Context: an optimization exercise on an open-source flow, tuned for small area and a short achievable clock period. The choices shown serve that exercise and are no tape-out recipe. Function was not checked in any run shown here: the RTL went through the layout flow alone.

## flow/design.v (module list and top-level ports; edited modules follow where they fit)
// module full_adder: 10 lines
// module final_adder: 244 lines
// module fp32_unpacker: 20 lines
// module fp32_aligner: 18 lines
// module wallace_tree_8_inputs: 507 lines
// module fp32_normalizer_rounder: 471 lines
// module fp32_packer: 14 lines
// module fp32_adder_tree_8_inputs: 995 lines
module fp32_adder_tree_8_inputs (
    input wire clk,
    input wire rst_n,
    input wire [127:0] dvr_fp32addtree8to1_s0,
    input wire [127:0] dvr_fp32addtree8to1_s1,
    input wire [2:0] cru_fp32addtree8to1,
    output wire [127:0] dr_fp32addtree8to1_d
);
  // ...
==> flow/flow/run.sh <==
#!/bin/bash
# Layout flow: ORFS, with two changes to its synthesis script and a setup
# margin for timing repair.
#  - synthesis: Yosys's generic synth step runs without its quick ABC pass, so
#    the full adders written in the RTL reach extract_fa as written (no
#    inverters around them); the final ABC mapping uses flow/abc.script.
#  - layout: standard steps; repair_timing aims at SETUP_SLACK_MARGIN; the
#    port buffers are the platform's smallest buffer.
# Each tool's output goes to ORFS's own logs (orfs/logs/...); make's output to flow.log.
set -euo pipefail
HERE=$(pwd)
FL=$HERE/flow
source $FL/params.sh
sed -e 's#^source \$::env(SCRIPTS_DIR)/synth_preamble.tcl#&\nset abc_args [lreplace $abc_args 1 1 '"$FL"'/abc.script]#' \
    -e 's#synth -top \$::env(DESIGN_NAME) -run fine: {\*}\$synth_full_args#& -noabc#' \
    $FLOW_HOME/scripts/synth.tcl > $HERE/my_synth.tcl
grep -q -- '-noabc' $HERE/my_synth.tcl
grep -q 'abc.script\]' $HERE/my_synth.tcl
sed -e "s#source \$::env(SCRIPTS_DIR)/synth.tcl#source $HERE/my_synth.tcl#" synth_recipe.tcl > my_synth_recipe.tcl
grep -q my_synth.tcl my_synth_recipe.tcl
sed -e "s#SYNTH_SCRIPT=[^ ]*#SYNTH_SCRIPT=$HERE/my_synth_recipe.tcl#" standard.sh > my_standard.sh
grep -q my_synth_recipe.tcl my_standard.sh
export SETUP_SLACK_MARGIN=$MARGIN
# every port still gets a buffer, the smallest one
export BUFFER_PORTS_ARGS="${PORTBUF:--buffer_cell sky130_fd_sc_hd__buf_1}"
bash my_standard.sh finish > flow.log 2>&1
==> flow/flow/abc.script <==
strash
dch
map -B 0.9
mfs
strash
dch
map -B 0.9
topo
stime -c
buffer -c
upsize -c
dnsize -c
==> flow/flow/params.sh <==
MARGIN=36
==> flow/flow/recover.tcl <==
# Sourced by ORFS after global routing (POST_GLOBAL_ROUTE_TCL), with the
# global-route parasitics estimated.
# Area recovery: try each upsized cell at smaller drive strengths and keep the
# change if the worst setup slack does not get worse, the cell's own worst slack
# stays at least REC_GUARD ns above it, and no slew/capacitance check fails.
proc rec_wns {} { return [expr {[sta::worst_slack_cmd max] * 1e9}] }
proc rec_inst_slack {iname} {
  set s 1e30
  foreach p [get_pins -of_objects [get_cells $iname]] {
    set v [get_property $p slack_max]
    if {$v ne "" && $v < $s} { set s $v }
  }
  return $s
}
set guard [expr {[info exists ::env(REC_GUARD)] ? $::env(REC_GUARD) : 1.0}]
set db [ord::get_db]
set block [ord::get_db_block]
set wns0 [rec_wns]
set viol0 [expr {[sta::max_slew_violation_count] + [sta::max_capacitance_violation_count]}]
puts "recover: start WNS $wns0 viol $viol0 guard $guard"
set masters {}
foreach lib [$db getLibs] { foreach m [$lib getMasters] { lappend masters [$m getName] } }
set tried 0; set changed 0
foreach inst [$block getInsts] {
  set mname [[$inst getMaster] getName]
  if {![regexp {^sky130_fd_sc_hd__(.+)_(\d+)$} $mname -> base drv]} continue
  if {$drv <= 1} continue
  if {[regexp {^(df|sdf|edf|dl|clk|tap|fill|decap|conb|lpflow|probe)} $base]} continue
  set iname [$inst getName]
  if {[rec_inst_slack $iname] < $wns0 + $guard} continue
  set cands {}
  foreach d {0 1 2 4 6 8 12 16} {
    if {$d >= $drv} break
    set c "sky130_fd_sc_hd__${base}_$d"
    if {[lsearch -exact $masters $c] >= 0} { lappend cands $c }
  }
  foreach c $cands {
    incr tried
    replace_cell $iname $c
    set w [rec_wns]
    set v [expr {[sta::max_slew_violation_count] + [sta::max_capacitance_violation_count]}]
    if {$w >= $wns0 - 1e-6 && $v <= $viol0 && [rec_inst_slack $iname] >= $wns0 + $guard} { incr changed; break }
    replace_cell $iname $mname
  }
}
puts "recover: tried $tried changed $changed WNS [rec_wns]"
==> flow/standard.sh <==
#!/bin/bash
# synth_recipe.tcl (not shown) runs the flow's synth.tcl, then flattens the netlist and writes it again
# the make line also repeats each setting of config.mk as NAME=value (left out here)
make -C /OpenROAD-flow-scripts/flow DESIGN_CONFIG=/design/flow/config.mk WORK_HOME=/design/flow/orfs CLKGATE_MAP_FILE= SYNTH_SCRIPT=/design/flow/synth_recipe.tcl "${@:-finish}"
==> flow/config.mk <==
export PLATFORM = sky130hd
export DESIGN_NAME = fp32_adder_tree_8_inputs
export DESIGN_NICKNAME = fp32_adder_tree_8_inputs
export VERILOG_FILES = /design/flow/design.v
export SDC_FILE = /design/flow/constraint.sdc
export NUM_CORES = 8
export LEC_CHECK = 0
export ABC_AREA = 1
export CAP_MARGIN = 20
export CORE_MARGIN = 2
export CORE_UTILIZATION = 40
export SLEW_MARGIN = 20
==> flow/constraint.sdc <==
create_clock -name core_clock -period 64.0 [get_ports {clk}]
set_input_delay 12.8000 -clock core_clock [delete_from_list [all_inputs] [get_ports {clk}]]
set_output_delay 12.8000 -clock core_clock [all_outputs]
set_load 0.01 [all_outputs]
==> results.tsv, run 1 <==
stage	metric	value	unit
status	status	timing/DRC/antenna clean	
logic_synthesis	Post-Syn Area	0.0318	mm²
finish	post-layout util	0.447	
finish	Signal buffers	494	
floorplan	Die X	286	µm
logic_synthesis	post-synth top area cell	nand2_1	
clock_network	CTS Hold Buffers Added	0	
sta	Final TNS setup	0	ns
placed_design	post-detail-place hpwl	111	mm
route	Starting DRT DRC Count	3827	
route	total routed wirelength	133	mm
worst_setup_path	CP most frequent cell	nand2_1	
floorplan	initial core utilization	0.403	
finish	FILL cells	8754	
placed_design	placed cell count	6663	
clock_network	CTS tree	built	
floorplan	CORE AREA	0.0787	mm²
finish	multi-input logic area	0.0285	mm²
finish	commonest non-fill, non-tap cell in the layout	nand2_1	
grt	first-pass GRT wire length	197	mm
finish	Nets	6336	
worst_setup_path	CP startpoint kind	input pin	
placed_design	Cell Area, Placed	0.0337	mm²
finish	Seq. cell area	876	µm²
worst_setup_path	CP startpoint	dvr_fp32addtree8to1_s1[61]	
worst_setup_path	Buf/Inv on CP	10	
grt	grt ovf	0	
clock_network	clock sinks	35	
floorplan	tap cells	1050	
logic_synthesis	Distinct cells, synth	69	
logic_synthesis	Synth Instances	5455	
worst_setup_path	Top Family by Delay on Critical Path	simple AND/OR/NAND/NOR gates	
==> module fp32_adder_tree_8_inputs, before the edit <==
module fp32_adder_tree_8_inputs (
    input wire clk,
    input wire rst_n,
    input wire [127:0] dvr_fp32addtree8to1_s0,
    input wire [127:0] dvr_fp32addtree8to1_s1,
    input wire [2:0] cru_fp32addtree8to1,
    output wire [127:0] dr_fp32addtree8to1_d
);
    genvar i;
    wire [7:0] sgn, hid, inf, nan;
    wire [7:0] ex [0:7];
    wire [22:0] man [0:7];
    generate
        for (i = 0; i < 8; i = i + 1) begin : unpack_gen
            fp32_unpacker u (
                .fp_in({dvr_fp32addtree8to1_s1[16*i +: 16], dvr_fp32addtree8to1_s0[16*i +: 16]}),
                .sign(sgn[i]), .exponent(ex[i]), .hidden(hid[i]), .mantissa(man[i]),
                .is_inf(inf[i]), .is_nan(nan[i]));
        end
    endgenerate
    wire pinf = |(inf & ~sgn);
    wire ninf = |(inf & sgn);
    wire res_nan = (|nan) | (pinf & ninf);
    wire res_inf = pinf | ninf;
    wire all_neg = &sgn;
    wire [7:0] x0 = ex[0];
    wire [7:0] x1 = ex[1];
    wire [7:0] x2 = ex[2];
    wire [7:0] x3 = ex[3];
    wire [7:0] x4 = ex[4];
    wire [7:0] x5 = ex[5];
    wire [7:0] x6 = ex[6];
    wire [7:0] x7 = ex[7];
    wire mx_1 = x0[0] & ~x1[0];
    wire mx_2 = x0[1] & ~x1[1];
    wire mx_3 = x0[2] & ~x1[2];
    wire mx_4 = x0[3] & ~x1[3];
    wire mx_5 = x0[4] & ~x1[4];
    wire mx_6 = x0[5] & ~x1[5];
    wire mx_7 = x0[6] & ~x1[6];
    wire mx_8 = x0[7] & ~x1[7];
    wire mx_9 = x0[0] | ~x1[0];
    wire mx_10 = x0[1] | ~x1[1];
    wire mx_11 = x0[2] | ~x1[2];
    wire mx_12 = x0[3] | ~x1[3];
    wire mx_13 = x0[4] | ~x1[4];
    wire mx_14 = x0[5] | ~x1[5];
    wire mx_15 = x0[6] | ~x1[6];
    wire mx_16 = x0[7] | ~x1[7];
    wire mx_17 = mx_1 | (mx_9 & 1'b1);
    wire mx_18 = mx_2 | (mx_10 & mx_17);
    wire mx_19 = mx_10 & mx_9;
    wire mx_20 = mx_3 | (mx_11 & mx_2);
    wire mx_21 = mx_11 & mx_10;
    wire mx_22 = mx_4 | (mx_12 & mx_3);
    wire mx_23 = mx_12 & mx_11;
    wire mx_24 = mx_5 | (mx_13 & mx_4);
    wire mx_25 = mx_13 & mx_12;
    wire mx_26 = mx_6 | (mx_14 & mx_5);
    wire mx_27 = mx_14 & mx_13;
    wire mx_28 = mx_7 | (mx_15 & mx_6);
    wire mx_29 = mx_15 & mx_14;
    wire mx_30 = mx_8 | (mx_16 & mx_7);
    wire mx_31 = mx_16 & mx_15;
    wire mx_32 = mx_20 | (mx_21 & mx_17);
    wire mx_33 = mx_21 & mx_9;
    wire mx_34 = mx_22 | (mx_23 & mx_18);
    wire mx_35 = mx_23 & mx_19;
    wire mx_36 = mx_24 | (mx_25 & mx_20);
    wire mx_37 = mx_25 & mx_21;
    wire mx_38 = mx_26 | (mx_27 & mx_22);
    wire mx_39 = mx_27 & mx_23;
    wire mx_40 = mx_28 | (mx_29 & mx_24);
    wire mx_41 = mx_29 & mx_25;
    wire mx_42 = mx_30 | (mx_31 & mx_26);
    wire mx_43 = mx_31 & mx_27;
    wire mx_44 = mx_36 | (mx_37 & mx_17);
    wire mx_45 = mx_37 & mx_9;
    wire mx_46 = mx_38 | (mx_39 & mx_18);
    wire mx_47 = mx_39 & mx_19;
    wire mx_48 = mx_40 | (mx_41 & mx_32);
    wire mx_49 = mx_41 & mx_33;
    wire mx_50 = mx_42 | (mx_43 & mx_34);
    wire mx_51 = mx_43 & mx_35;
    wire [7:0] m0 = mx_50 ? x0 : x1;
    wire mx_52 = x2[0] & ~x3[0];
    wire mx_53 = x2[1] & ~x3[1];
    wire mx_54 = x2[2] & ~x3[2];
    wire mx_55 = x2[3] & ~x3[3];
    wire mx_56 = x2[4] & ~x3[4];
    wire mx_57 = x2[5] & ~x3[5];
    wire mx_58 = x2[6] & ~x3[6];
    wire mx_59 = x2[7] & ~x3[7];
    wire mx_60 = x2[0] | ~x3[0];
    wire mx_61 = x2[1] | ~x3[1];
    wire mx_62 = x2[2] | ~x3[2];
    wire mx_63 = x2[3] | ~x3[3];
    wire mx_64 = x2[4] | ~x3[4];
    wire mx_65 = x2[5] | ~x3[5];
    wire mx_66 = x2[6] | ~x3[6];
    wire mx_67 = x2[7] | ~x3[7];
    wire mx_68 = mx_52 | (mx_60 & 1'b1);
    wire mx_69 = mx_53 | (mx_61 & mx_68);
    wire mx_70 = mx_61 & mx_60;
    wire mx_71 = mx_54 | (mx_62 & mx_53);
    wire mx_72 = mx_62 & mx_61;
    wire mx_73 = mx_55 | (mx_63 & mx_54);
    wire mx_74 = mx_63 & mx_62;
    wire mx_75 = mx_56 | (mx_64 & mx_55);
    wire mx_76 = mx_64 & mx_63;
    wire mx_77 = mx_57 | (mx_65 & mx_56);
    wire mx_78 = mx_65 & mx_64;
    wire mx_79 = mx_58 | (mx_66 & mx_57);
    wire mx_80 = mx_66 & mx_65;
    wire mx_81 = mx_59 | (mx_67 & mx_58);
    wire mx_82 = mx_67 & mx_66;
    wire mx_83 = mx_71 | (mx_72 & mx_68);
    wire mx_84 = mx_72 & mx_60;
    wire mx_85 = mx_73 | (mx_74 & mx_69);
    wire mx_86 = mx_74 & mx_70;
    wire mx_87 = mx_75 | (mx_76 & mx_71);
    wire mx_88 = mx_76 & mx_72;
    wire mx_89 = mx_77 | (mx_78 & mx_73);
    wire mx_90 = mx_78 & mx_74;
    wire mx_91 = mx_79 | (mx_80 & mx_75);
    wire mx_92 = mx_80 & mx_76;
    wire mx_93 = mx_81 | (mx_82 & mx_77);
    wire mx_94 = mx_82 & mx_78;
    wire mx_95 = mx_87 | (mx_88 & mx_68);
    wire mx_96 = mx_88 & mx_60;
    wire mx_97 = mx_89 | (mx_90 & mx_69);
    wire mx_98 = mx_90 & mx_70;
    wire mx_99 = mx_91 | (mx_92 & mx_83);
    wire mx_100 = mx_92 & mx_84;
    wire mx_101 = mx_93 | (mx_94 & mx_85);
    wire mx_102 = mx_94 & mx_86;
    wire [7:0] m1 = mx_101 ? x2 : x3;
    wire mx_103 = x4[0] & ~x5[0];
    wire mx_104 = x4[1] & ~x5[1];
    wire mx_105 = x4[2] & ~x5[2];
    wire mx_106 = x4[3] & ~x5[3];
    wire mx_107 = x4[4] & ~x5[4];
    wire mx_108 = x4[5] & ~x5[5];
    wire mx_109 = x4[6] & ~x5[6];
    wire mx_110 = x4[7] & ~x5[7];
    wire mx_111 = x4[0] | ~x5[0];
    wire mx_112 = x4[1] | ~x5[1];
    wire mx_113 = x4[2] | ~x5[2];
    wire mx_114 = x4[3] | ~x5[3];
    wire mx_115 = x4[4] | ~x5[4];
    wire mx_116 = x4[5] | ~x5[5];
    wire mx_117 = x4[6] | ~x5[6];
    wire mx_118 = x4[7] | ~x5[7];
    wire mx_119 = mx_103 | (mx_111 & 1'b1);
    wire mx_120 = mx_104 | (mx_112 & mx_119);
    wire mx_121 = mx_112 & mx_111;
    wire mx_122 = mx_105 | (mx_113 & mx_104);
    wire mx_123 = mx_113 & mx_112;
    wire mx_124 = mx_106 | (mx_114 & mx_105);
    wire mx_125 = mx_114 & mx_113;
    wire mx_126 = mx_107 | (mx_115 & mx_106);
    wire mx_127 = mx_115 & mx_114;
    wire mx_128 = mx_108 | (mx_116 & mx_107);
    wire mx_129 = mx_116 & mx_115;
    wire mx_130 = mx_109 | (mx_117 & mx_108);
    wire mx_131 = mx_117 & mx_116;
    wire mx_132 = mx_110 | (mx_118 & mx_109);
    wire mx_133 = mx_118 & mx_117;
    wire mx_134 = mx_122 | (mx_123 & mx_119);
    wire mx_135 = mx_123 & mx_111;
    wire mx_136 = mx_124 | (mx_125 & mx_120);
    wire mx_137 = mx_125 & mx_121;
    wire mx_138 = mx_126 | (mx_127 & mx_122);
    wire mx_139 = mx_127 & mx_123;
    wire mx_140 = mx_128 | (mx_129 & mx_124);
    wire mx_141 = mx_129 & mx_125;
    wire mx_142 = mx_130 | (mx_131 & mx_126);
    wire mx_143 = mx_131 & mx_127;
    wire mx_144 = mx_132 | (mx_133 & mx_128);
    wire mx_145 = mx_133 & mx_129;
    wire mx_146 = mx_138 | (mx_139 & mx_119);
    wire mx_147 = mx_139 & mx_111;
    wire mx_148 = mx_140 | (mx_141 & mx_120);
    wire mx_149 = mx_141 & mx_121;
    wire mx_150 = mx_142 | (mx_143 & mx_134);
    wire mx_151 = mx_143 & mx_135;
    wire mx_152 = mx_144 | (mx_145 & mx_136);
    wire mx_153 = mx_145 & mx_137;
    wire [7:0] m2 = mx_152 ? x4 : x5;
    wire mx_154 = x6[0] & ~x7[0];
    wire mx_155 = x6[1] & ~x7[1];
    wire mx_156 = x6[2] & ~x7[2];
    wire mx_157 = x6[3] & ~x7[3];
    wire mx_158 = x6[4] & ~x7[4];
    wire mx_159 = x6[5] & ~x7[5];
    wire mx_160 = x6[6] & ~x7[6];
    wire mx_161 = x6[7] & ~x7[7];
    wire mx_162 = x6[0] | ~x7[0];
    wire mx_163 = x6[1] | ~x7[1];
    wire mx_164 = x6[2] | ~x7[2];
    wire mx_165 = x6[3] | ~x7[3];
    wire mx_166 = x6[4] | ~x7[4];
    wire mx_167 = x6[5] | ~x7[5];
    wire mx_168 = x6[6] | ~x7[6];
    wire mx_169 = x6[7] | ~x7[7];
    wire mx_170 = mx_154 | (mx_162 & 1'b1);
    wire mx_171 = mx_155 | (mx_163 & mx_170);
    wire mx_172 = mx_163 & mx_162;
    wire mx_173 = mx_156 | (mx_164 & mx_155);
    wire mx_174 = mx_164 & mx_163;
    wire mx_175 = mx_157 | (mx_165 & mx_156);
    wire mx_176 = mx_165 & mx_164;
    wire mx_177 = mx_158 | (mx_166 & mx_157);
    wire mx_178 = mx_166 & mx_165;
    wire mx_179 = mx_159 | (mx_167 & mx_158);
    wire mx_180 = mx_167 & mx_166;
    wire mx_181 = mx_160 | (mx_168 & mx_159);
    wire mx_182 = mx_168 & mx_167;
    wire mx_183 = mx_161 | (mx_169 & mx_160);
    wire mx_184 = mx_169 & mx_168;
    wire mx_185 = mx_173 | (mx_174 & mx_170);
    wire mx_186 = mx_174 & mx_162;
    wire mx_187 = mx_175 | (mx_176 & mx_171);
    wire mx_188 = mx_176 & mx_172;
    wire mx_189 = mx_177 | (mx_178 & mx_173);
    wire mx_190 = mx_178 & mx_174;
    wire mx_191 = mx_179 | (mx_180 & mx_175);
    wire mx_192 = mx_180 & mx_176;
    wire mx_193 = mx_181 | (mx_182 & mx_177);
    wire mx_194 = mx_182 & mx_178;
    wire mx_195 = mx_183 | (mx_184 & mx_179);
    wire mx_196 = mx_184 & mx_180;
    wire mx_197 = mx_189 | (mx_190 & mx_170);
    wire mx_198 = mx_190 & mx_162;
    wire mx_199 = mx_191 | (mx_192 & mx_171);
    wire mx_200 = mx_192 & mx_172;
    wire mx_201 = mx_193 | (mx_194 & mx_185);
    wire mx_202 = mx_194 & mx_186;
    wire mx_203 = mx_195 | (mx_196 & mx_187);
    wire mx_204 = mx_196 & mx_188;
    wire [7:0] m3 = mx_203 ? x6 : x7;
    wire mx_205 = m0[0] & ~m1[0];
    wire mx_206 = m0[1] & ~m1[1];
    wire mx_207 = m0[2] & ~m1[2];
    wire mx_208 = m0[3] & ~m1[3];
    wire mx_209 = m0[4] & ~m1[4];
    wire mx_210 = m0[5] & ~m1[5];
    wire mx_211 = m0[6] & ~m1[6];
    wire mx_212 = m0[7] & ~m1[7];
    wire mx_213 = m0[0] | ~m1[0];
    wire mx_214 = m0[1] | ~m1[1];
    wire mx_215 = m0[2] | ~m1[2];
    wire mx_216 = m0[3] | ~m1[3];
    wire mx_217 = m0[4] | ~m1[4];
    wire mx_218 = m0[5] | ~m1[5];
    wire mx_219 = m0[6] | ~m1[6];
    wire mx_220 = m0[7] | ~m1[7];
    wire mx_221 = mx_205 | (mx_213 & 1'b1);
    wire mx_222 = mx_206 | (mx_214 & mx_221);
    wire mx_223 = mx_214 & mx_213;
    wire mx_224 = mx_207 | (mx_215 & mx_206);
    wire mx_225 = mx_215 & mx_214;
    wire mx_226 = mx_208 | (mx_216 & mx_207);
    wire mx_227 = mx_216 & mx_215;
    wire mx_228 = mx_209 | (mx_217 & mx_208);
    wire mx_229 = mx_217 & mx_216;
    wire mx_230 = mx_210 | (mx_218 & mx_209);
    wire mx_231 = mx_218 & mx_217;
    wire mx_232 = mx_211 | (mx_219 & mx_210);
    wire mx_233 = mx_219 & mx_218;
    wire mx_234 = mx_212 | (mx_220 & mx_211);
    wire mx_235 = mx_220 & mx_219;
    wire mx_236 = mx_224 | (mx_225 & mx_221);
    wire mx_237 = mx_225 & mx_213;
    wire mx_238 = mx_226 | (mx_227 & mx_222);
    wire mx_239 = mx_227 & mx_223;
    wire mx_240 = mx_228 | (mx_229 & mx_224);
    wire mx_241 = mx_229 & mx_225;
    wire mx_242 = mx_230 | (mx_231 & mx_226);
    wire mx_243 = mx_231 & mx_227;
    wire mx_244 = mx_232 | (mx_233 & mx_228);
    wire mx_245 = mx_233 & mx_229;
    wire mx_246 = mx_234 | (mx_235 & mx_230);
    wire mx_247 = mx_235 & mx_231;
    wire mx_248 = mx_240 | (mx_241 & mx_221);
    wire mx_249 = mx_241 & mx_213;
    wire mx_250 = mx_242 | (mx_243 & mx_222);
    wire mx_251 = mx_243 & mx_223;
    wire mx_252 = mx_244 | (mx_245 & mx_236);
    wire mx_253 = mx_245 & mx_237;
    wire mx_254 = mx_246 | (mx_247 & mx_238);
    wire mx_255 = mx_247 & mx_239;
    wire mx_256 = m0[0] & ~m2[0];
    wire mx_257 = m0[1] & ~m2[1];
    wire mx_258 = m0[2] & ~m2[2];
    wire mx_259 = m0[3] & ~m2[3];
    wire mx_260 = m0[4] & ~m2[4];
    wire mx_261 = m0[5] & ~m2[5];
    wire mx_262 = m0[6] & ~m2[6];
    wire mx_263 = m0[7] & ~m2[7];
    wire mx_264 = m0[0] | ~m2[0];
    wire mx_265 = m0[1] | ~m2[1];
    wire mx_266 = m0[2] | ~m2[2];
    wire mx_267 = m0[3] | ~m2[3];
    wire mx_268 = m0[4] | ~m2[4];
    wire mx_269 = m0[5] | ~m2[5];
    wire mx_270 = m0[6] | ~m2[6];
    wire mx_271 = m0[7] | ~m2[7];
    wire mx_272 = mx_256 | (mx_264 & 1'b1);
    wire mx_273 = mx_257 | (mx_265 & mx_272);
    wire mx_274 = mx_265 & mx_264;
    wire mx_275 = mx_258 | (mx_266 & mx_257);
    wire mx_276 = mx_266 & mx_265;
    wire mx_277 = mx_259 | (mx_267 & mx_258);
    wire mx_278 = mx_267 & mx_266;
    wire mx_279 = mx_260 | (mx_268 & mx_259);
    wire mx_280 = mx_268 & mx_267;
    wire mx_281 = mx_261 | (mx_269 & mx_260);
    wire mx_282 = mx_269 & mx_268;
    wire mx_283 = mx_262 | (mx_270 & mx_261);
    wire mx_284 = mx_270 & mx_269;
    wire mx_285 = mx_263 | (mx_271 & mx_262);
    wire mx_286 = mx_271 & mx_270;
    wire mx_287 = mx_275 | (mx_276 & mx_272);
    wire mx_288 = mx_276 & mx_264;
    wire mx_289 = mx_277 | (mx_278 & mx_273);
    wire mx_290 = mx_278 & mx_274;
    wire mx_291 = mx_279 | (mx_280 & mx_275);
    wire mx_292 = mx_280 & mx_276;
    wire mx_293 = mx_281 | (mx_282 & mx_277);
    wire mx_294 = mx_282 & mx_278;
    wire mx_295 = mx_283 | (mx_284 & mx_279);
    wire mx_296 = mx_284 & mx_280;
    wire mx_297 = mx_285 | (mx_286 & mx_281);
    wire mx_298 = mx_286 & mx_282;
    wire mx_299 = mx_291 | (mx_292 & mx_272);
    wire mx_300 = mx_292 & mx_264;
    wire mx_301 = mx_293 | (mx_294 & mx_273);
    wire mx_302 = mx_294 & mx_274;
    wire mx_303 = mx_295 | (mx_296 & mx_287);
    wire mx_304 = mx_296 & mx_288;
    wire mx_305 = mx_297 | (mx_298 & mx_289);
    wire mx_306 = mx_298 & mx_290;
    wire mx_307 = m0[0] & ~m3[0];
    wire mx_308 = m0[1] & ~m3[1];
    wire mx_309 = m0[2] & ~m3[2];
    wire mx_310 = m0[3] & ~m3[3];
    wire mx_311 = m0[4] & ~m3[4];
    wire mx_312 = m0[5] & ~m3[5];
    wire mx_313 = m0[6] & ~m3[6];
    wire mx_314 = m0[7] & ~m3[7];
    wire mx_315 = m0[0] | ~m3[0];
    wire mx_316 = m0[1] | ~m3[1];
    wire mx_317 = m0[2] | ~m3[2];
    wire mx_318 = m0[3] | ~m3[3];
    wire mx_319 = m0[4] | ~m3[4];
    wire mx_320 = m0[5] | ~m3[5];
    wire mx_321 = m0[6] | ~m3[6];
    wire mx_322 = m0[7] | ~m3[7];
    wire mx_323 = mx_307 | (mx_315 & 1'b1);
    wire mx_324 = mx_308 | (mx_316 & mx_323);
    wire mx_325 = mx_316 & mx_315;
    wire mx_326 = mx_309 | (mx_317 & mx_308);
    wire mx_327 = mx_317 & mx_316;
    wire mx_328 = mx_310 | (mx_318 & mx_309);
    wire mx_329 = mx_318 & mx_317;
    wire mx_330 = mx_311 | (mx_319 & mx_310);
    wire mx_331 = mx_319 & mx_318;
    wire mx_332 = mx_312 | (mx_320 & mx_311);
    wire mx_333 = mx_320 & mx_319;
    wire mx_334 = mx_313 | (mx_321 & mx_312);
    wire mx_335 = mx_321 & mx_320;
    wire mx_336 = mx_314 | (mx_322 & mx_313);
    wire mx_337 = mx_322 & mx_321;
    wire mx_338 = mx_326 | (mx_327 & mx_323);
    wire mx_339 = mx_327 & mx_315;
    wire mx_340 = mx_328 | (mx_329 & mx_324);
    wire mx_341 = mx_329 & mx_325;
    wire mx_342 = mx_330 | (mx_331 & mx_326);
    wire mx_343 = mx_331 & mx_327;
    wire mx_344 = mx_332 | (mx_333 & mx_328);
    wire mx_345 = mx_333 & mx_329;
    wire mx_346 = mx_334 | (mx_335 & mx_330);
    wire mx_347 = mx_335 & mx_331;
    wire mx_348 = mx_336 | (mx_337 & mx_332);
    wire mx_349 = mx_337 & mx_333;
    wire mx_350 = mx_342 | (mx_343 & mx_323);
    wire mx_351 = mx_343 & mx_315;
    wire mx_352 = mx_344 | (mx_345 & mx_324);
    wire mx_353 = mx_345 & mx_325;
    wire mx_354 = mx_346 | (mx_347 & mx_338);
    wire mx_355 = mx_347 & mx_339;
    wire mx_356 = mx_348 | (mx_349 & mx_340);
    wire mx_357 = mx_349 & mx_341;
    wire mx_358 = m1[0] & ~m2[0];
    wire mx_359 = m1[1] & ~m2[1];
    wire mx_360 = m1[2] & ~m2[2];
    wire mx_361 = m1[3] & ~m2[3];
    wire mx_362 = m1[4] & ~m2[4];
    wire mx_363 = m1[5] & ~m2[5];
    wire mx_364 = m1[6] & ~m2[6];
    wire mx_365 = m1[7] & ~m2[7];
    wire mx_366 = m1[0] | ~m2[0];
    wire mx_367 = m1[1] | ~m2[1];
    wire mx_368 = m1[2] | ~m2[2];
    wire mx_369 = m1[3] | ~m2[3];
    wire mx_370 = m1[4] | ~m2[4];
    wire mx_371 = m1[5] | ~m2[5];
    wire mx_372 = m1[6] | ~m2[6];
    wire mx_373 = m1[7] | ~m2[7];
    wire mx_374 = mx_358 | (mx_366 & 1'b1);
    wire mx_375 = mx_359 | (mx_367 & mx_374);
    wire mx_376 = mx_367 & mx_366;
    wire mx_377 = mx_360 | (mx_368 & mx_359);
    wire mx_378 = mx_368 & mx_367;
    wire mx_379 = mx_361 | (mx_369 & mx_360);
    wire mx_380 = mx_369 & mx_368;
    wire mx_381 = mx_362 | (mx_370 & mx_361);
    wire mx_382 = mx_370 & mx_369;
    wire mx_383 = mx_363 | (mx_371 & mx_362);
    wire mx_384 = mx_371 & mx_370;
    wire mx_385 = mx_364 | (mx_372 & mx_363);
    wire mx_386 = mx_372 & mx_371;
    wire mx_387 = mx_365 | (mx_373 & mx_364);
    wire mx_388 = mx_373 & mx_372;
    wire mx_389 = mx_377 | (mx_378 & mx_374);
    wire mx_390 = mx_378 & mx_366;
    wire mx_391 = mx_379 | (mx_380 & mx_375);
    wire mx_392 = mx_380 & mx_376;
    wire mx_393 = mx_381 | (mx_382 & mx_377);
    wire mx_394 = mx_382 & mx_378;
    wire mx_395 = mx_383 | (mx_384 & mx_379);
    wire mx_396 = mx_384 & mx_380;
    wire mx_397 = mx_385 | (mx_386 & mx_381);
    wire mx_398 = mx_386 & mx_382;
    wire mx_399 = mx_387 | (mx_388 & mx_383);
    wire mx_400 = mx_388 & mx_384;
    wire mx_401 = mx_393 | (mx_394 & mx_374);
    wire mx_402 = mx_394 & mx_366;
    wire mx_403 = mx_395 | (mx_396 & mx_375);
    wire mx_404 = mx_396 & mx_376;
    wire mx_405 = mx_397 | (mx_398 & mx_389);
    wire mx_406 = mx_398 & mx_390;
    wire mx_407 = mx_399 | (mx_400 & mx_391);
    wire mx_408 = mx_400 & mx_392;
    wire mx_409 = m1[0] & ~m3[0];
    wire mx_410 = m1[1] & ~m3[1];
    wire mx_411 = m1[2] & ~m3[2];
    wire mx_412 = m1[3] & ~m3[3];
    wire mx_413 = m1[4] & ~m3[4];
    wire mx_414 = m1[5] & ~m3[5];
    wire mx_415 = m1[6] & ~m3[6];
    wire mx_416 = m1[7] & ~m3[7];
    wire mx_417 = m1[0] | ~m3[0];
    wire mx_418 = m1[1] | ~m3[1];
    wire mx_419 = m1[2] | ~m3[2];
    wire mx_420 = m1[3] | ~m3[3];
    wire mx_421 = m1[4] | ~m3[4];
    wire mx_422 = m1[5] | ~m3[5];
    wire mx_423 = m1[6] | ~m3[6];
    wire mx_424 = m1[7] | ~m3[7];
    wire mx_425 = mx_409 | (mx_417 & 1'b1);
    wire mx_426 = mx_410 | (mx_418 & mx_425);
    wire mx_427 = mx_418 & mx_417;
    wire mx_428 = mx_411 | (mx_419 & mx_410);
    wire mx_429 = mx_419 & mx_418;
    wire mx_430 = mx_412 | (mx_420 & mx_411);
    wire mx_431 = mx_420 & mx_419;
    wire mx_432 = mx_413 | (mx_421 & mx_412);
    wire mx_433 = mx_421 & mx_420;
    wire mx_434 = mx_414 | (mx_422 & mx_413);
    wire mx_435 = mx_422 & mx_421;
    wire mx_436 = mx_415 | (mx_423 & mx_414);
    wire mx_437 = mx_423 & mx_422;
    wire mx_438 = mx_416 | (mx_424 & mx_415);
    wire mx_439 = mx_424 & mx_423;
    wire mx_440 = mx_428 | (mx_429 & mx_425);
    wire mx_441 = mx_429 & mx_417;
    wire mx_442 = mx_430 | (mx_431 & mx_426);
    wire mx_443 = mx_431 & mx_427;
    wire mx_444 = mx_432 | (mx_433 & mx_428);
    wire mx_445 = mx_433 & mx_429;
    wire mx_446 = mx_434 | (mx_435 & mx_430);
    wire mx_447 = mx_435 & mx_431;
    wire mx_448 = mx_436 | (mx_437 & mx_432);
    wire mx_449 = mx_437 & mx_433;
    wire mx_450 = mx_438 | (mx_439 & mx_434);
    wire mx_451 = mx_439 & mx_435;
    wire mx_452 = mx_444 | (mx_445 & mx_425);
    wire mx_453 = mx_445 & mx_417;
    wire mx_454 = mx_446 | (mx_447 & mx_426);
    wire mx_455 = mx_447 & mx_427;
    wire mx_456 = mx_448 | (mx_449 & mx_440);
    wire mx_457 = mx_449 & mx_441;
    wire mx_458 = mx_450 | (mx_451 & mx_442);
    wire mx_459 = mx_451 & mx_443;
    wire mx_460 = m2[0] & ~m3[0];
    wire mx_461 = m2[1] & ~m3[1];
    wire mx_462 = m2[2] & ~m3[2];
    wire mx_463 = m2[3] & ~m3[3];
    wire mx_464 = m2[4] & ~m3[4];
    wire mx_465 = m2[5] & ~m3[5];
    wire mx_466 = m2[6] & ~m3[6];
    wire mx_467 = m2[7] & ~m3[7];
    wire mx_468 = m2[0] | ~m3[0];
    wire mx_469 = m2[1] | ~m3[1];
    wire mx_470 = m2[2] | ~m3[2];
    wire mx_471 = m2[3] | ~m3[3];
    wire mx_472 = m2[4] | ~m3[4];
    wire mx_473 = m2[5] | ~m3[5];
    wire mx_474 = m2[6] | ~m3[6];
    wire mx_475 = m2[7] | ~m3[7];
    wire mx_476 = mx_460 | (mx_468 & 1'b1);
    wire mx_477 = mx_461 | (mx_469 & mx_476);
    wire mx_478 = mx_469 & mx_468;
    wire mx_479 = mx_462 | (mx_470 & mx_461);
    wire mx_480 = mx_470 & mx_469;
    wire mx_481 = mx_463 | (mx_471 & mx_462);
    wire mx_482 = mx_471 & mx_470;
    wire mx_483 = mx_464 | (mx_472 & mx_463);
    wire mx_484 = mx_472 & mx_471;
    wire mx_485 = mx_465 | (mx_473 & mx_464);
    wire mx_486 = mx_473 & mx_472;
    wire mx_487 = mx_466 | (mx_474 & mx_465);
    wire mx_488 = mx_474 & mx_473;
    wire mx_489 = mx_467 | (mx_475 & mx_466);
    wire mx_490 = mx_475 & mx_474;
    wire mx_491 = mx_479 | (mx_480 & mx_476);
    wire mx_492 = mx_480 & mx_468;
    wire mx_493 = mx_481 | (mx_482 & mx_477);
    wire mx_494 = mx_482 & mx_478;
    wire mx_495 = mx_483 | (mx_484 & mx_479);
    wire mx_496 = mx_484 & mx_480;
    wire mx_497 = mx_485 | (mx_486 & mx_481);
    wire mx_498 = mx_486 & mx_482;
    wire mx_499 = mx_487 | (mx_488 & mx_483);
    wire mx_500 = mx_488 & mx_484;
    wire mx_501 = mx_489 | (mx_490 & mx_485);
    wire mx_502 = mx_490 & mx_486;
    wire mx_503 = mx_495 | (mx_496 & mx_476);
    wire mx_504 = mx_496 & mx_468;
    wire mx_505 = mx_497 | (mx_498 & mx_477);
    wire mx_506 = mx_498 & mx_478;
    wire mx_507 = mx_499 | (mx_500 & mx_491);
    wire mx_508 = mx_500 & mx_492;
    wire mx_509 = mx_501 | (mx_502 & mx_493);
    wire mx_510 = mx_502 & mx_494;
    wire w0 = mx_254 & mx_305 & mx_356;
    wire w1 = ~mx_254 & mx_407 & mx_458;
    wire w2 = ~mx_305 & ~mx_407 & mx_509;
    wire w3 = ~mx_356 & ~mx_458 & ~mx_509;
    wire [7:0] emax = ({8{w0}} & m0) | ({8{w1}} & m1) | ({8{w2}} & m2) | ({8{w3}} & m3);
    wire [7:0] dif [0:7];
    wire [7:0] nx0 = ~ex[0];
    wire [7:0] d0;
    wire df_1 = emax[0] & nx0[0];
    wire df_2 = emax[1] & nx0[1];
    wire df_3 = emax[2] & nx0[2];
    wire df_4 = emax[3] & nx0[3];
    wire df_5 = emax[4] & nx0[4];
    wire df_6 = emax[5] & nx0[5];
    wire df_7 = emax[6] & nx0[6];
    wire df_8 = emax[7] & nx0[7];
    wire df_9 = emax[0] ^ nx0[0];
    wire df_10 = emax[1] ^ nx0[1];
    wire df_11 = emax[2] ^ nx0[2];
    wire df_12 = emax[3] ^ nx0[3];
    wire df_13 = emax[4] ^ nx0[4];
    wire df_14 = emax[5] ^ nx0[5];
    wire df_15 = emax[6] ^ nx0[6];
    wire df_16 = emax[7] ^ nx0[7];
    wire df_17 = df_1 | (df_9 & 1'b1);
    wire df_18 = df_2 | (df_10 & df_17);
    wire df_19 = df_10 & df_9;
    wire df_20 = df_4 | (df_12 & df_3);
    wire df_21 = df_12 & df_11;
    wire df_22 = df_6 | (df_14 & df_5);
    wire df_23 = df_14 & df_13;
    wire df_24 = df_8 | (df_16 & df_7);
    wire df_25 = df_16 & df_15;
    wire df_26 = df_20 | (df_21 & df_18);
    wire df_27 = df_21 & df_19;
    wire df_28 = df_24 | (df_25 & df_22);
    wire df_29 = df_25 & df_23;
    wire df_30 = df_28 | (df_29 & df_26);
    wire df_31 = df_29 & df_27;
    wire df_32 = df_22 | (df_23 & df_26);
    wire df_33 = df_23 & df_27;
    wire df_34 = df_3 | (df_11 & df_18);
    wire df_35 = df_11 & df_19;
    wire df_36 = df_5 | (df_13 & df_26);
    wire df_37 = df_13 & df_27;
    wire df_38 = df_7 | (df_15 & df_32);
    wire df_39 = df_15 & df_33;
    assign d0[0] = df_9 ^ 1'b1;
    assign d0[1] = df_10 ^ df_17;
    assign d0[2] = df_11 ^ df_18;
    assign d0[3] = df_12 ^ df_34;
    assign d0[4] = df_13 ^ df_26;
    assign d0[5] = df_14 ^ df_36;
    assign d0[6] = df_15 ^ df_32;
    assign d0[7] = df_16 ^ df_38;
    assign dif[0] = d0;
    wire [7:0] nx1 = ~ex[1];
    wire [7:0] d1;
    wire df_40 = emax[0] & nx1[0];
    wire df_41 = emax[1] & nx1[1];
    wire df_42 = emax[2] & nx1[2];
    wire df_43 = emax[3] & nx1[3];
    wire df_44 = emax[4] & nx1[4];
    wire df_45 = emax[5] & nx1[5];
    wire df_46 = emax[6] & nx1[6];
    wire df_47 = emax[7] & nx1[7];
    wire df_48 = emax[0] ^ nx1[0];
    wire df_49 = emax[1] ^ nx1[1];
    wire df_50 = emax[2] ^ nx1[2];
    wire df_51 = emax[3] ^ nx1[3];
    wire df_52 = emax[4] ^ nx1[4];
    wire df_53 = emax[5] ^ nx1[5];
    wire df_54 = emax[6] ^ nx1[6];
    wire df_55 = emax[7] ^ nx1[7];
    wire df_56 = df_40 | (df_48 & 1'b1);
    wire df_57 = df_41 | (df_49 & df_56);
    wire df_58 = df_49 & df_48;
    wire df_59 = df_43 | (df_51 & df_42);
    wire df_60 = df_51 & df_50;
    wire df_61 = df_45 | (df_53 & df_44);
    wire df_62 = df_53 & df_52;
    wire df_63 = df_47 | (df_55 & df_46);
    wire df_64 = df_55 & df_54;
    wire df_65 = df_59 | (df_60 & df_57);
    wire df_66 = df_60 & df_58;
    wire df_67 = df_63 | (df_64 & df_61);
    wire df_68 = df_64 & df_62;
    wire df_69 = df_67 | (df_68 & df_65);
    wire df_70 = df_68 & df_66;
    wire df_71 = df_61 | (df_62 & df_65);
    wire df_72 = df_62 & df_66;
    wire df_73 = df_42 | (df_50 & df_57);
    wire df_74 = df_50 & df_58;
    wire df_75 = df_44 | (df_52 & df_65);
    wire df_76 = df_52 & df_66;
    wire df_77 = df_46 | (df_54 & df_71);
    wire df_78 = df_54 & df_72;
    assign d1[0] = df_48 ^ 1'b1;
    assign d1[1] = df_49 ^ df_56;
    assign d1[2] = df_50 ^ df_57;
    assign d1[3] = df_51 ^ df_73;
    assign d1[4] = df_52 ^ df_65;
    assign d1[5] = df_53 ^ df_75;
    assign d1[6] = df_54 ^ df_71;
    assign d1[7] = df_55 ^ df_77;
    assign dif[1] = d1;
    wire [7:0] nx2 = ~ex[2];
    wire [7:0] d2;
    wire df_79 = emax[0] & nx2[0];
    wire df_80 = emax[1] & nx2[1];
    wire df_81 = emax[2] & nx2[2];
    wire df_82 = emax[3] & nx2[3];
    wire df_83 = emax[4] & nx2[4];
    wire df_84 = emax[5] & nx2[5];
    wire df_85 = emax[6] & nx2[6];
    wire df_86 = emax[7] & nx2[7];
    wire df_87 = emax[0] ^ nx2[0];
    wire df_88 = emax[1] ^ nx2[1];
    wire df_89 = emax[2] ^ nx2[2];
    wire df_90 = emax[3] ^ nx2[3];
    wire df_91 = emax[4] ^ nx2[4];
    wire df_92 = emax[5] ^ nx2[5];
    wire df_93 = emax[6] ^ nx2[6];
    wire df_94 = emax[7] ^ nx2[7];
    wire df_95 = df_79 | (df_87 & 1'b1);
    wire df_96 = df_80 | (df_88 & df_95);
    wire df_97 = df_88 & df_87;
    wire df_98 = df_82 | (df_90 & df_81);
    wire df_99 = df_90 & df_89;
    wire df_100 = df_84 | (df_92 & df_83);
    wire df_101 = df_92 & df_91;
    wire df_102 = df_86 | (df_94 & df_85);
    wire df_103 = df_94 & df_93;
    wire df_104 = df_98 | (df_99 & df_96);
    wire df_105 = df_99 & df_97;
    wire df_106 = df_102 | (df_103 & df_100);
    wire df_107 = df_103 & df_101;
    wire df_108 = df_106 | (df_107 & df_104);
    wire df_109 = df_107 & df_105;
    wire df_110 = df_100 | (df_101 & df_104);
    wire df_111 = df_101 & df_105;
    wire df_112 = df_81 | (df_89 & df_96);
    wire df_113 = df_89 & df_97;
    wire df_114 = df_83 | (df_91 & df_104);
    wire df_115 = df_91 & df_105;
    wire df_116 = df_85 | (df_93 & df_110);
    wire df_117 = df_93 & df_111;
    assign d2[0] = df_87 ^ 1'b1;
    assign d2[1] = df_88 ^ df_95;
    assign d2[2] = df_89 ^ df_96;
    assign d2[3] = df_90 ^ df_112;
    assign d2[4] = df_91 ^ df_104;
    assign d2[5] = df_92 ^ df_114;
    assign d2[6] = df_93 ^ df_110;
    assign d2[7] = df_94 ^ df_116;
    assign dif[2] = d2;
    wire [7:0] nx3 = ~ex[3];
    wire [7:0] d3;
    wire df_118 = emax[0] & nx3[0];
    wire df_119 = emax[1] & nx3[1];
    wire df_120 = emax[2] & nx3[2];
    wire df_121 = emax[3] & nx3[3];
    wire df_122 = emax[4] & nx3[4];
    wire df_123 = emax[5] & nx3[5];
    wire df_124 = emax[6] & nx3[6];
    wire df_125 = emax[7] & nx3[7];
    wire df_126 = emax[0] ^ nx3[0];
    wire df_127 = emax[1] ^ nx3[1];
    wire df_128 = emax[2] ^ nx3[2];
    wire df_129 = emax[3] ^ nx3[3];
    wire df_130 = emax[4] ^ nx3[4];
    wire df_131 = emax[5] ^ nx3[5];
    wire df_132 = emax[6] ^ nx3[6];
    wire df_133 = emax[7] ^ nx3[7];
    wire df_134 = df_118 | (df_126 & 1'b1);
    wire df_135 = df_119 | (df_127 & df_134);
    wire df_136 = df_127 & df_126;
    wire df_137 = df_121 | (df_129 & df_120);
    wire df_138 = df_129 & df_128;
    wire df_139 = df_123 | (df_131 & df_122);
    wire df_140 = df_131 & df_130;
    wire df_141 = df_125 | (df_133 & df_124);
    wire df_142 = df_133 & df_132;
    wire df_143 = df_137 | (df_138 & df_135);
    wire df_144 = df_138 & df_136;
    wire df_145 = df_141 | (df_142 & df_139);
    wire df_146 = df_142 & df_140;
    wire df_147 = df_145 | (df_146 & df_143);
    wire df_148 = df_146 & df_144;
    wire df_149 = df_139 | (df_140 & df_143);
    wire df_150 = df_140 & df_144;
    wire df_151 = df_120 | (df_128 & df_135);
    wire df_152 = df_128 & df_136;
    wire df_153 = df_122 | (df_130 & df_143);
    wire df_154 = df_130 & df_144;
    wire df_155 = df_124 | (df_132 & df_149);
    wire df_156 = df_132 & df_150;
    assign d3[0] = df_126 ^ 1'b1;
    assign d3[1] = df_127 ^ df_134;
    assign d3[2] = df_128 ^ df_135;
    assign d3[3] = df_129 ^ df_151;
    assign d3[4] = df_130 ^ df_143;
    assign d3[5] = df_131 ^ df_153;
    assign d3[6] = df_132 ^ df_149;
    assign d3[7] = df_133 ^ df_155;
    assign dif[3] = d3;
    wire [7:0] nx4 = ~ex[4];
    wire [7:0] d4;
    wire df_157 = emax[0] & nx4[0];
    wire df_158 = emax[1] & nx4[1];
    wire df_159 = emax[2] & nx4[2];
    wire df_160 = emax[3] & nx4[3];
    wire df_161 = emax[4] & nx4[4];
    wire df_162 = emax[5] & nx4[5];
    wire df_163 = emax[6] & nx4[6];
    wire df_164 = emax[7] & nx4[7];
    wire df_165 = emax[0] ^ nx4[0];
    wire df_166 = emax[1] ^ nx4[1];
    wire df_167 = emax[2] ^ nx4[2];
    wire df_168 = emax[3] ^ nx4[3];
    wire df_169 = emax[4] ^ nx4[4];
    wire df_170 = emax[5] ^ nx4[5];
    wire df_171 = emax[6] ^ nx4[6];
    wire df_172 = emax[7] ^ nx4[7];
    wire df_173 = df_157 | (df_165 & 1'b1);
    wire df_174 = df_158 | (df_166 & df_173);
    wire df_175 = df_166 & df_165;
    wire df_176 = df_160 | (df_168 & df_159);
    wire df_177 = df_168 & df_167;
    wire df_178 = df_162 | (df_170 & df_161);
    wire df_179 = df_170 & df_169;
    wire df_180 = df_164 | (df_172 & df_163);
    wire df_181 = df_172 & df_171;
    wire df_182 = df_176 | (df_177 & df_174);
    wire df_183 = df_177 & df_175;
    wire df_184 = df_180 | (df_181 & df_178);
    wire df_185 = df_181 & df_179;
    wire df_186 = df_184 | (df_185 & df_182);
    wire df_187 = df_185 & df_183;
    wire df_188 = df_178 | (df_179 & df_182);
    wire df_189 = df_179 & df_183;
    wire df_190 = df_159 | (df_167 & df_174);
    wire df_191 = df_167 & df_175;
    wire df_192 = df_161 | (df_169 & df_182);
    wire df_193 = df_169 & df_183;
    wire df_194 = df_163 | (df_171 & df_188);
    wire df_195 = df_171 & df_189;
    assign d4[0] = df_165 ^ 1'b1;
    assign d4[1] = df_166 ^ df_173;
    assign d4[2] = df_167 ^ df_174;
    assign d4[3] = df_168 ^ df_190;
    assign d4[4] = df_169 ^ df_182;
    assign d4[5] = df_170 ^ df_192;
    assign d4[6] = df_171 ^ df_188;
    assign d4[7] = df_172 ^ df_194;
    assign dif[4] = d4;
    wire [7:0] nx5 = ~ex[5];
    wire [7:0] d5;
    wire df_196 = emax[0] & nx5[0];
    wire df_197 = emax[1] & nx5[1];
    wire df_198 = emax[2] & nx5[2];
    wire df_199 = emax[3] & nx5[3];
    wire df_200 = emax[4] & nx5[4];
    wire df_201 = emax[5] & nx5[5];
    wire df_202 = emax[6] & nx5[6];
    wire df_203 = emax[7] & nx5[7];
    wire df_204 = emax[0] ^ nx5[0];
    wire df_205 = emax[1] ^ nx5[1];
    wire df_206 = emax[2] ^ nx5[2];
    wire df_207 = emax[3] ^ nx5[3];
    wire df_208 = emax[4] ^ nx5[4];
    wire df_209 = emax[5] ^ nx5[5];
    wire df_210 = emax[6] ^ nx5[6];
    wire df_211 = emax[7] ^ nx5[7];
    wire df_212 = df_196 | (df_204 & 1'b1);
    wire df_213 = df_197 | (df_205 & df_212);
    wire df_214 = df_205 & df_204;
    wire df_215 = df_199 | (df_207 & df_198);
    wire df_216 = df_207 & df_206;
    wire df_217 = df_201 | (df_209 & df_200);
    wire df_218 = df_209 & df_208;
    wire df_219 = df_203 | (df_211 & df_202);
    wire df_220 = df_211 & df_210;
    wire df_221 = df_215 | (df_216 & df_213);
    wire df_222 = df_216 & df_214;
    wire df_223 = df_219 | (df_220 & df_217);
    wire df_224 = df_220 & df_218;
    wire df_225 = df_223 | (df_224 & df_221);
    wire df_226 = df_224 & df_222;
    wire df_227 = df_217 | (df_218 & df_221);
    wire df_228 = df_218 & df_222;
    wire df_229 = df_198 | (df_206 & df_213);
    wire df_230 = df_206 & df_214;
    wire df_231 = df_200 | (df_208 & df_221);
    wire df_232 = df_208 & df_222;
    wire df_233 = df_202 | (df_210 & df_227);
    wire df_234 = df_210 & df_228;
    assign d5[0] = df_204 ^ 1'b1;
    assign d5[1] = df_205 ^ df_212;
    assign d5[2] = df_206 ^ df_213;
    assign d5[3] = df_207 ^ df_229;
    assign d5[4] = df_208 ^ df_221;
    assign d5[5] = df_209 ^ df_231;
    assign d5[6] = df_210 ^ df_227;
    assign d5[7] = df_211 ^ df_233;
    assign dif[5] = d5;
    wire [7:0] nx6 = ~ex[6];
    wire [7:0] d6;
    wire df_235 = emax[0] & nx6[0];
    wire df_236 = emax[1] & nx6[1];
    wire df_237 = emax[2] & nx6[2];
    wire df_238 = emax[3] & nx6[3];
    wire df_239 = emax[4] & nx6[4];
    wire df_240 = emax[5] & nx6[5];
    wire df_241 = emax[6] & nx6[6];
    wire df_242 = emax[7] & nx6[7];
    wire df_243 = emax[0] ^ nx6[0];
    wire df_244 = emax[1] ^ nx6[1];
    wire df_245 = emax[2] ^ nx6[2];
    wire df_246 = emax[3] ^ nx6[3];
    wire df_247 = emax[4] ^ nx6[4];
    wire df_248 = emax[5] ^ nx6[5];
    wire df_249 = emax[6] ^ nx6[6];
    wire df_250 = emax[7] ^ nx6[7];
    wire df_251 = df_235 | (df_243 & 1'b1);
    wire df_252 = df_236 | (df_244 & df_251);
    wire df_253 = df_244 & df_243;
    wire df_254 = df_238 | (df_246 & df_237);
    wire df_255 = df_246 & df_245;
    wire df_256 = df_240 | (df_248 & df_239);
    wire df_257 = df_248 & df_247;
    wire df_258 = df_242 | (df_250 & df_241);
    wire df_259 = df_250 & df_249;
    wire df_260 = df_254 | (df_255 & df_252);
    wire df_261 = df_255 & df_253;
    wire df_262 = df_258 | (df_259 & df_256);
    wire df_263 = df_259 & df_257;
    wire df_264 = df_262 | (df_263 & df_260);
    wire df_265 = df_263 & df_261;
    wire df_266 = df_256 | (df_257 & df_260);
    wire df_267 = df_257 & df_261;
    wire df_268 = df_237 | (df_245 & df_252);
    wire df_269 = df_245 & df_253;
    wire df_270 = df_239 | (df_247 & df_260);
    wire df_271 = df_247 & df_261;
    wire df_272 = df_241 | (df_249 & df_266);
    wire df_273 = df_249 & df_267;
    assign d6[0] = df_243 ^ 1'b1;
    assign d6[1] = df_244 ^ df_251;
    assign d6[2] = df_245 ^ df_252;
    assign d6[3] = df_246 ^ df_268;
    assign d6[4] = df_247 ^ df_260;
    assign d6[5] = df_248 ^ df_270;
    assign d6[6] = df_249 ^ df_266;
    assign d6[7] = df_250 ^ df_272;
    assign dif[6] = d6;
    wire [7:0] nx7 = ~ex[7];
    wire [7:0] d7;
    wire df_274 = emax[0] & nx7[0];
    wire df_275 = emax[1] & nx7[1];
    wire df_276 = emax[2] & nx7[2];
    wire df_277 = emax[3] & nx7[3];
    wire df_278 = emax[4] & nx7[4];
    wire df_279 = emax[5] & nx7[5];
    wire df_280 = emax[6] & nx7[6];
    wire df_281 = emax[7] & nx7[7];
    wire df_282 = emax[0] ^ nx7[0];
    wire df_283 = emax[1] ^ nx7[1];
    wire df_284 = emax[2] ^ nx7[2];
    wire df_285 = emax[3] ^ nx7[3];
    wire df_286 = emax[4] ^ nx7[4];
    wire df_287 = emax[5] ^ nx7[5];
    wire df_288 = emax[6] ^ nx7[6];
    wire df_289 = emax[7] ^ nx7[7];
    wire df_290 = df_274 | (df_282 & 1'b1);
    wire df_291 = df_275 | (df_283 & df_290);
    wire df_292 = df_283 & df_282;
    wire df_293 = df_277 | (df_285 & df_276);
    wire df_294 = df_285 & df_284;
    wire df_295 = df_279 | (df_287 & df_278);
    wire df_296 = df_287 & df_286;
    wire df_297 = df_281 | (df_289 & df_280);
    wire df_298 = df_289 & df_288;
    wire df_299 = df_293 | (df_294 & df_291);
    wire df_300 = df_294 & df_292;
    wire df_301 = df_297 | (df_298 & df_295);
    wire df_302 = df_298 & df_296;
    wire df_303 = df_301 | (df_302 & df_299);
    wire df_304 = df_302 & df_300;
    wire df_305 = df_295 | (df_296 & df_299);
    wire df_306 = df_296 & df_300;
    wire df_307 = df_276 | (df_284 & df_291);
    wire df_308 = df_284 & df_292;
    wire df_309 = df_278 | (df_286 & df_299);
    wire df_310 = df_286 & df_300;
    wire df_311 = df_280 | (df_288 & df_305);
    wire df_312 = df_288 & df_306;
    assign d7[0] = df_282 ^ 1'b1;
    assign d7[1] = df_283 ^ df_290;
    assign d7[2] = df_284 ^ df_291;
    assign d7[3] = df_285 ^ df_307;
    assign d7[4] = df_286 ^ df_299;
    assign d7[5] = df_287 ^ df_309;
    assign d7[6] = df_288 ^ df_305;
    assign d7[7] = df_289 ^ df_311;
    assign dif[7] = d7;
    wire [255:0] aligned;
    generate
        for (i = 0; i < 8; i = i + 1) begin : align_gen
            fp32_aligner a (
                .sign(sgn[i]), .hidden(hid[i]), .mantissa(man[i]),
                .diff(dif[i]),
                .aligned(aligned[32*i +: 32]));
        end
    endgenerate
    wire [35:0] row_a, row_b, sum;
    wallace_tree_8_inputs tree (.data_in(aligned), .sgn(sgn), .row_a(row_a), .row_b(row_b));
    final_adder cpa (.a(row_a), .b(row_b), .sum(sum));
    wire neg = sum[35];
    wire [34:0] mag = sum[34:0] ^ {35{neg}};
    wire zero = ~|mag;
    wire sign = zero ? all_neg : neg;
    wire [30:0] res;
    wire overflow;
    fp32_normalizer_rounder nr (.mag(mag), .exp_in(emax), .res(res), .overflow(overflow));
    wire [31:0] fp_sum_result;
    fp32_packer pk (.res_nan(res_nan), .res_inf(res_inf), .inf_sign(ninf),
                    .overflow(overflow), .sign(sign), .res(res), .fp_out(fp_sum_result));
    reg [31:0] sum_qn;
    reg        valid_q;
    reg [1:0]  seg_q;
    always @(posedge clk or negedge rst_n) begin
        if (!rst_n) begin
            sum_qn  <= 32'b0;
            valid_q <= 1'b0;
            seg_q   <= 2'b0;
        end else begin
            sum_qn  <= ~fp_sum_result;
            valid_q <= cru_fp32addtree8to1[2];
            seg_q   <= cru_fp32addtree8to1[1:0];
        end
    end
    assign dr_fp32addtree8to1_d = {
        {32{valid_q & (seg_q == 2'b11)}} & ~sum_qn,
        {32{valid_q & (seg_q == 2'b10)}} & ~sum_qn,
        {32{valid_q & (seg_q == 2'b01)}} & ~sum_qn,
        {32{valid_q & (seg_q == 2'b00)}} & ~sum_qn};
endmodule
==> run 2: changes to the inputs <==
--- a/flow/design.v
+++ b/flow/design.v
@@ -2246,34 +2246,44 @@
     endgenerate
     wire [35:0] row_a, row_b, sum;
     wallace_tree_8_inputs tree (.data_in(aligned), .sgn(sgn), .row_a(row_a), .row_b(row_b));
-    final_adder cpa (.a(row_a), .b(row_b), .sum(sum));
-    wire neg = sum[35];
-    wire [34:0] mag = sum[34:0] ^ {35{neg}};
+    reg [35:0] row_a_q;
+    reg [35:0] row_b_q;
+    reg [7:0] emax_q;
+    reg nan_q;
+    reg inf_q;
+    reg ninf_q;
+    reg allneg_q;
+    reg valid_q;
+    reg [1:0] seg_q;
+    always @(posedge clk or negedge rst_n) begin
+        if (!rst_n) valid_q <= 1'b0;
+        else valid_q <= cru_fp32addtree8to1[2];
+    end
+    always @(posedge clk) begin
+        row_a_q <= row_a;
+        row_b_q <= row_b;
+        emax_q <= emax;
+        nan_q <= res_nan;
+        inf_q <= res_inf;
+        ninf_q <= ninf;
+        allneg_q <= all_neg;
+        seg_q <= cru_fp32addtree8to1[1:0];
+    end
+    wire [35:0] sum_q;
+    final_adder cpa (.a(row_a_q), .b(row_b_q), .sum(sum_q));
+    wire neg = sum_q[35];
+    wire [34:0] mag = sum_q[34:0] ^ {35{neg}};
     wire zero = ~|mag;
-    wire sign = zero ? all_neg : neg;
+    wire sign = zero ? allneg_q : neg;
     wire [30:0] res;
     wire overflow;
-    fp32_normalizer_rounder nr (.mag(mag), .exp_in(emax), .res(res), .overflow(overflow));
+    fp32_normalizer_rounder nr (.mag(mag), .exp_in(emax_q), .res(res), .overflow(overflow));
     wire [31:0] fp_sum_result;
-    fp32_packer pk (.res_nan(res_nan), .res_inf(res_inf), .inf_sign(ninf),
+    fp32_packer pk (.res_nan(nan_q), .res_inf(inf_q), .inf_sign(ninf_q),
                     .overflow(overflow), .sign(sign), .res(res), .fp_out(fp_sum_result));
-    reg [31:0] sum_qn;
-    reg        valid_q;
-    reg [1:0]  seg_q;
-    always @(posedge clk or negedge rst_n) begin
-        if (!rst_n) begin
-            sum_qn  <= 32'b0;
-            valid_q <= 1'b0;
-            seg_q   <= 2'b0;
-        end else begin
-            sum_qn  <= ~fp_sum_result;
-            valid_q <= cru_fp32addtree8to1[2];
-            seg_q   <= cru_fp32addtree8to1[1:0];
-        end
-    end
     assign dr_fp32addtree8to1_d = {
-        {32{valid_q & (seg_q == 2'b11)}} & ~sum_qn,
-        {32{valid_q & (seg_q == 2'b10)}} & ~sum_qn,
-        {32{valid_q & (seg_q == 2'b01)}} & ~sum_qn,
-        {32{valid_q & (seg_q == 2'b00)}} & ~sum_qn};
+        {32{valid_q & (seg_q == 2'b11)}} & fp_sum_result,
+        {32{valid_q & (seg_q == 2'b10)}} & fp_sum_result,
+        {32{valid_q & (seg_q == 2'b01)}} & fp_sum_result,
+        {32{valid_q & (seg_q == 2'b00)}} & fp_sum_result};
 endmodule
==> flow/flow/abc.script (replaced) <==
strash
dch
map -B 0.9
topo
mfs
strash
dch
map -B 0.9
topo
stime -c
buffer -c
upsize -c
dnsize -c
==> flow/flow/params.sh (replaced) <==
MARGIN=42

removed: flow/flow/recover.tcl
==> run 2 against run 1 <==
Net effect:
- critical path type unchanged
- global-route usage increased by 0.90 points
- sequential cell count increased by 51
- critical path depth decreased by 37
==> results.tsv, run 2 <==
stage	metric	value	unit	change
status	status	timing/DRC/antenna clean		
clock_network	CTS tree	built		
worst_setup_path	WS Path Type	input pin to flip-flop		
grt	first-pass GRT wire length	211	mm	+7.2%
grt	largest net degree at the start of global routing	46		
clock_network	clock sinks	86		+150%
clock_network	htree depth	3		
sta	post-layout min period	21.58	ns	
logic_synthesis	post-synth top area cell	nand2_1		
sta	Final TNS setup	0	ns	unchanged
finish	FILL cells	9356		+6.9%
route	Final ANT Viol Nets	0		
finish	share of post-route cells with drive strength above 1	0.0564		
sta	Fmax	46.3	MHz	
worst_setup_path	delay of the slowest critical-path stage	0.53	ns	
placed_design	routability cong.	1.02		
worst_setup_path	critical path required time	64.24	ns	
sta	slew of the pin with the lowest slew margin	1.03	ns	
grt	initial antenna violation count	5		
clock_network	total CTS buffers	9		
logic_synthesis	net count after synthesis	6545		
placed_design	dpl ws	40.39	ns	
finish	commonest non-fill, non-tap cell in the layout	nand2_1		
floorplan	Die X	294	µm	+3.0%
sta	setup ws final	42.42	ns	
finish	Layout area overhead	8.99	%	
clock_network	Clk pin slew, worst setup/hold paths	0.07	ns	
flow_run	MaxCap Viol Count	0		
logic_synthesis	Synth Instances	5919		+8.5%
placed_design	Cell Area, Placed	0.0358	mm²	+6.2%
placed_design	post-detail-place hpwl	121	mm	+8.9%
placed_design	Port Buf Inserts	388		
sta	unrepaired setup endpoints after global routing	true		
route	met2 WL post-DR	64.0	mm	
min_path	Hold Crit Class	input pin to async pin		
route	DR WL/cell	19.5	µm	
worst_setup_path	CP startpoint kind	input pin		
worst_setup_path	peak fanout along the critical path	23		
floorplan	die height	294	µm	
logic_synthesis	number of synthesized register bits	86		
finish	max reg flops	36		
logic_synthesis	Post-synth EDFFs	0		
logic_synthesis	sequential area share after synthesis	0.0512		
finish	Top reg by flops	row_a_q		
route	Top Metal Used	met5		
logic_synthesis	count leader, synth	nand2_1		
finish	top flop regs	row_a_q: 36 flops, row_b_q: 35 flops, emax_q: 8 flops		
grt	number of global-route vias before repair	35400		
logic_synthesis	Yosys Warn Count	1		
route	Starting DRT DRC Count	4028		+5.3%
finish	post-layout util	0.440		-0.00692
logic_synthesis	synth top area cells	nand2_1, fa_1, o21ai_0		
floorplan	CORE AREA	0.0836	mm²	+6.1%
finish	most frequent cells in the layout	nand2_1, o21ai_0, inv_1		
clock_network	CTS Hold Buffers Added	0		unchanged
logic_synthesis	ys async rst share	0.0116		
logic_synthesis	Primary FF master, synth	dfxtp_1		
route	Vias	39200		
sta	Max-Slew Margin vs Limit	0.312		
finish	Final Cell Area	0.0368	mm²	
worst_setup_path	Slowest-stage cell, CP	fa_1		
route	DRC	0		
worst_setup_path	WP data arrival	21.82	ns	
logic_synthesis	Post-Syn Area	0.0337	mm²	+6.2%
logic_synthesis	top cells by count, synth	nand2_1, o21ai_0, inv_1, nor2_1, nand3_1		
grt	grt ovf	0		unchanged
route	WL met1	62.6	mm	
worst_setup_path	CP endpoint kind	flip-flop		
grt	GRT Overall Usage	0.314		
route	1st-pass router iterations	7		
logic_synthesis	Distinct cells, synth	69		unchanged
route	met3 WL	8.19	mm	
route	Vias/cell	5.44		
worst_setup_path	CP most frequent cell	nand2_1		
logic_synthesis	Synth top area share	0.217		
finish	Nets	6743		+6.4%
floorplan	die area	0.0866	mm²	
route	total routed wirelength	141	mm	+6.0%
clock_network	Root Buffer	clkbuf_16		
clock_network	CTS Buffer Depth	2		
floorplan	row count	106		
sta	final slew viol count	0		
sta	Hold Violations, Final	0		
floorplan	initial core utilization	0.404		about the same
sta	period utilisation layout	0.337		
floorplan	# IOs	389		
sta	Final setup viols	0		
logic_synthesis	Avg Cell Area, Syn	5.70	µm²	
## run 2: cell types whose count changed after synthesis, moves of 37 or more
cell	change
a21oi_1	-37
dfxtp_1	+85
inv_1	+180
nand2_1	+401
nand3_1	+79
nor2_1	-161
xor2_1	-108
## run 2: logic make-up (layout without fill, tap and decap cells)
group,after synthesis,after routing,synth area share
adder cells (fa/ha/maj),366,366,0.187
multiplexers,94,94,0.0279
flip-flops,86,86,0.0512
XOR/XNOR,233,233,0.0605
AO/OA/AOI/OAI,1036,1036,0.164
AND/OR/NAND/NOR,3164,3164,0.400
buffers and inverters,940,1143,0.110
other,0,3,0
## run 2: per-layer routing
metal | track usage | up-vias
met5 | 0 | -
met4 | 0.114 | 6
met3 | 0.0300 | 211
met2 | 0.515 | 1337
met1 | 0.428 | 18100
li1 | - | 19600
## run 2: final timing paths
path | startpoint | endpoint | slack (ns) | depth (start not counted)
max | dvr_fp32addtree8to1_s1[89] | row_a_q[1] | 42.42 | 43
min | rst_n | valid_q | 12.21 | 1
max in group asynchronous | rst_n | valid_q | 51.67 | 1
min in group core_clock | cru_fp32addtree8to1[1] | seg_q[1] | 12.53 | 1
## run 2: final cells by class
type / instances / area, µm² / share of cell area
diodes: 3 / 7.51 / 0.000204
clock buffers: 9 / 225 / 0.00613
clock inverters: 7 / 72.6 / 0.00197
inverters: 660 / 2540 / 0.0692
multi-input cells: 4893 / 28700 / 0.782
flip-flops and latches: 86 / 1730 / 0.0470
well taps: 1080 / 1350 / 0.0368
repair buffers: 458 / 2030 / 0.0554
repair inverters: 9 / 60.1 / 0.00163
## run 2: timing repair
action                     in CTS  in global routing
gates cloned                    3                  6
buffers inserted                5                 11
resized for setup              47                 98
setup endpoints to repair      68                 68
pin swaps                       2                  7
## run 2: per-stage QoR
stage | hold slack, ns | cells
finish | 12.21 | 7205
global route | 12.20 | 7204
CTS | 12.18 | 7185
detailed placement | 12.58 | 7161
global placement | 12.58 | 7161
floorplan | 12.50 | 5919
## run 2: worst max-delay path: cells and delay by family
family | cells | cell delay, ns
simple gates | 17 | 2.38
compound gates | 10 | 1.67
buf+inv | 9 | 1.89
fa+ha+maj | 7 | 3.03

[port drivers added, routing unchanged]
How much do the figures lean on ideal ports? The routed layouts below were timed once more, with nothing changed but the port constraints.
Step 1 sets driving cells, clkbuf_16 on the clock port and buf_2 on the other inputs (assumed; they add their load-dependent delay and slew).
Step 2 times the ports against the registers' clock, not the clock port: input delays grow and output delays shrink by t, the midpoint of the rising clock arrivals with the driver on.
Three values: ideal, step 1, step 2; two values: the first two.
| run | t (ns) | slack for setup (ns) | worst setup path at the end | slew at the worst register clock pin (ns) | cell pins on the clock port's net |
|---|---|---|---|---|---|
| run 1 | 0.304 | 36.990 / 37.001 / 36.697 | input to register | 0.05 / 0.05 | 1 |
| run 2 | 0.421 | 42.424 / 42.446 / 42.025 | input to register | 0.08 / 0.08 | 1 |
After both steps every run listed still meets setup and hold. The setup slack of run 2, which loses most, moves by +0.022 ns with the drivers and by -0.399 ns with both steps.
